Source: an optimization exercise on an open RTL-to-GDS flow (aim: small area and a short achievable clock period). Production flows keep margins and buffers that such runs may drop. Only simulation tests tie the RTL to the original design; equivalence was not proved. Power is estimated from default activity; no workload was simulated.

==> v37 <==
## mult32x32
module mult32x32 (
  input              i_clk     ,
  input              i_rstn    ,
  input  wire        i_multa_ns,
  input  wire        i_multb_ns,
  input  wire [31:0] i_multa   ,
  input  wire [31:0] i_multb   ,
  output wire [63:0] o_product
);
make LEC_CHECK=0 CAP_MARGIN=20 CORE_MARGIN=2 CORE_UTILIZATION=40 CTS_CLUSTER_DIAMETER=40 CTS_CLUSTER_SIZE=10 SETUP_SLACK_MARGIN=2.0 SLEW_MARGIN=20 SYNTH_HIERARCHICAL=1 TNS_END_PERCENT=100 finish   # period 4.0 ns
run.sh (not shown) runs the stock make flow with config.mk's settings and CLKGATE_MAP_FILE= SYNTH_SCRIPT=/design/flow/synth_recipe.tcl, a recipe that flattens the netlist after the stock synthesis.
==> v18: changes against v37 <==
==> flow/flow/run.sh (new file) <==
#!/bin/bash
set -euo pipefail
export CTS_ARGS="-sink_clustering_enable -repair_clock_nets -dont_use_dummy_load"
bash standard.sh > standard.log 2>&1
==> flow/standard.sh (new file) <==
#!/bin/bash
# synth_recipe.tcl (not shown) runs the flow's synth.tcl, then flattens the netlist and writes it again
# the make line also repeats each setting of config.mk as NAME=value (left out here)
make -C /OpenROAD-flow-scripts/flow DESIGN_CONFIG=/design/flow/config.mk WORK_HOME=/design/flow/orfs CLKGATE_MAP_FILE= SYNTH_SCRIPT=/design/flow/synth_recipe.tcl "${@:-finish}"
- CTS_CLUSTER_DIAMETER: 40 -> default
- CTS_CLUSTER_SIZE: 10 -> default
- PLACE_DENSITY: default -> 0.85
- SETUP_SLACK_MARGIN: 2.0 -> 2.05
removed: flow/run.sh
==> v1: changes against v37 <==
==> flow/flow/run.sh (new file) <==
#!/bin/bash
set -euo pipefail
export CTS_ARGS="-sink_clustering_enable -repair_clock_nets -dont_use_dummy_load"
bash standard.sh > standard.log 2>&1
==> flow/standard.sh (new file) <==
#!/bin/bash
# synth_recipe.tcl (not shown) runs the flow's synth.tcl, then flattens the netlist and writes it again
# the make line also repeats each setting of config.mk as NAME=value (left out here)
make -C /OpenROAD-flow-scripts/flow DESIGN_CONFIG=/design/flow/config.mk WORK_HOME=/design/flow/orfs CLKGATE_MAP_FILE= SYNTH_SCRIPT=/design/flow/synth_recipe.tcl "${@:-finish}"
- CORE_UTILIZATION: 40 -> 60
- CTS_CLUSTER_DIAMETER: 40 -> default
- CTS_CLUSTER_SIZE: 10 -> default
- PLACE_DENSITY: default -> 0.85
removed: flow/run.sh
==> v4: changes against v37 <==
==> flow/flow/run.sh (new file) <==
#!/bin/bash
set -euo pipefail
export CTS_ARGS="-sink_clustering_enable -repair_clock_nets -dont_use_dummy_load"
bash standard.sh > standard.log 2>&1
==> flow/standard.sh (new file) <==
#!/bin/bash
# synth_recipe.tcl (not shown) runs the flow's synth.tcl, then flattens the netlist and writes it again
# the make line also repeats each setting of config.mk as NAME=value (left out here)
make -C /OpenROAD-flow-scripts/flow DESIGN_CONFIG=/design/flow/config.mk WORK_HOME=/design/flow/orfs CLKGATE_MAP_FILE= SYNTH_SCRIPT=/design/flow/synth_recipe.tcl "${@:-finish}"
- CTS_CLUSTER_DIAMETER: 40 -> default
- CTS_CLUSTER_SIZE: 10 -> default
- PLACE_DENSITY: default -> 0.95
removed: flow/run.sh
==> metrics.md <==
| Metric | Value |
|---|---|
| Leakage power figure | 21.0 nW |
| Buffers excl. clock | 271 |
| Antenna violations before repair | 11 |
| Met2 wire length | 53.7 mm |
| Cell with the largest stage delay on the worst path | sky130_fd_sc_hd__dfxtp_1 |
| Combinational fraction of design power | 0.366 |
| Critical Path, Cell by Cell | a22o_1, a221oi_2, xnor2_1, fa_1 |
| Number of inserted filler cells in the final layout | 5089 |
| Status | no timing/DRC/antenna violations |
-- figures above: v1

==> metrics.md <==
| Metric | Value |
|---|---|
| Cell with the largest stage delay on the worst path | sky130_fd_sc_hd__fa_1 |
| Met2 wire length | approximately 60 mm |
| Leakage power figure | roughly 21 nW |
| Buffers excl. clock | 280 |
| Nets | 4086 |
| Status | no timing/DRC/antenna violations |
| Global-route met3 utilization | 0.0638 |
| Number of inserted filler cells in the final layout | 9441 |
| Combinational fraction of design power | 0.378 |
| Critical Path, Cell by Cell | buf_6, a22o_1, a221oi_2, xnor2_1, fa_1 |
| Antenna violations before repair | 17 |
-- figures above: v4

==> metrics.md <==
| Metric | Value |
|---|---|
| # placed instances | 4931 |
| Met2 wire length | 57.5 mm |
| Power per unit of standard cell area | 741 nW/um^2 |
| Status | no timing/DRC/antenna violations |
| Most area-hungry cell type in the Yosys netlist | sky130_fd_sc_hd__dfxtp_1 |
| Final instance count without filler cells | between 5k and 6k |
| Leakage power figure | 21.2 nW |
| Combinational fraction of design power | 0.373 |
| Critical Path, Cell by Cell | a22o_1, a221oi_2, xnor2_1, fa_1 |
| Antenna violations before repair | 13 |
| Post-synth top area share | 0.419 |
| Number of inserted filler cells in the final layout | about 9.6k |
| Final hold slack | roughly 270 ps |
| Number of library cell types mapped by synthesis | 31 |
-- figures above: v18

==> metrics.md <==
| Metric | Value |
|---|---|
| Top reg by flops | prod_q |
| Grt met1 use | 0.303 |
| CP endpoint kind | register |
| Critical Path AT | 2660 ps |
| Area after detailed placement | ~47000 um^2 |
| Antenna violations before repair | 13 |
| Vias per Instance | between 5 and 6 |
| Number of inserted filler cells in the final layout | 9913 |
| Top Registers | prod_q x64, vld x7 |
| Total clock sinks | ~960 |
| Status | no timing/DRC/antenna violations |
| Combinational fraction of design power | 0.312 |
| Clk pwr share | 0.289 |
| Buffers excl. clock | 286 |
| Cell with the largest stage delay on the worst path | sky130_fd_sc_hd__dfxtp_1 |
| Power per unit of standard cell area | a little under 800 nW/um^2 |
| Switching power | around 14 mW |
-- figures above: v37

==> afterwards: timing with drivers on the ports <==
The results above use ideal ports. As a check the final layouts listed here were re-extracted and re-timed, cells and wires unchanged.
Step 1: set_driving_cell puts a clkbuf_16 on i_clk and a buf_2 on each other input, an assumption about the parent block.
Step 2, shift: input delay + t, output delay - t, t = (earliest + latest rising clock arrival at the registers) / 2. This alone moves slack from input paths to output paths.
a / b / c = ideal ports / drivers / drivers and shift; a / b = the first two.
run	shift t [ns]	setup slack, ns	slew at the worst register clock pin (ns)	worst slew at a driven data input, ns
v37	0.788	1.926 / 1.926 / 1.251	0.05 / 0.05	0.06
v18	0.699	2.017 / 2.004 / 1.372	0.07 / 0.07	0.06
v1	0.686	1.978 / 1.978 / 1.358	0.06 / 0.06	0.06
v4	0.716	1.913 / 1.913 / 1.301	0.07 / 0.07	0.08
After both steps setup and hold are still met in every run listed. For v37, which loses most, drivers alone change the setup slack by 0.000 ns; drivers and shift together by -0.675 ns.
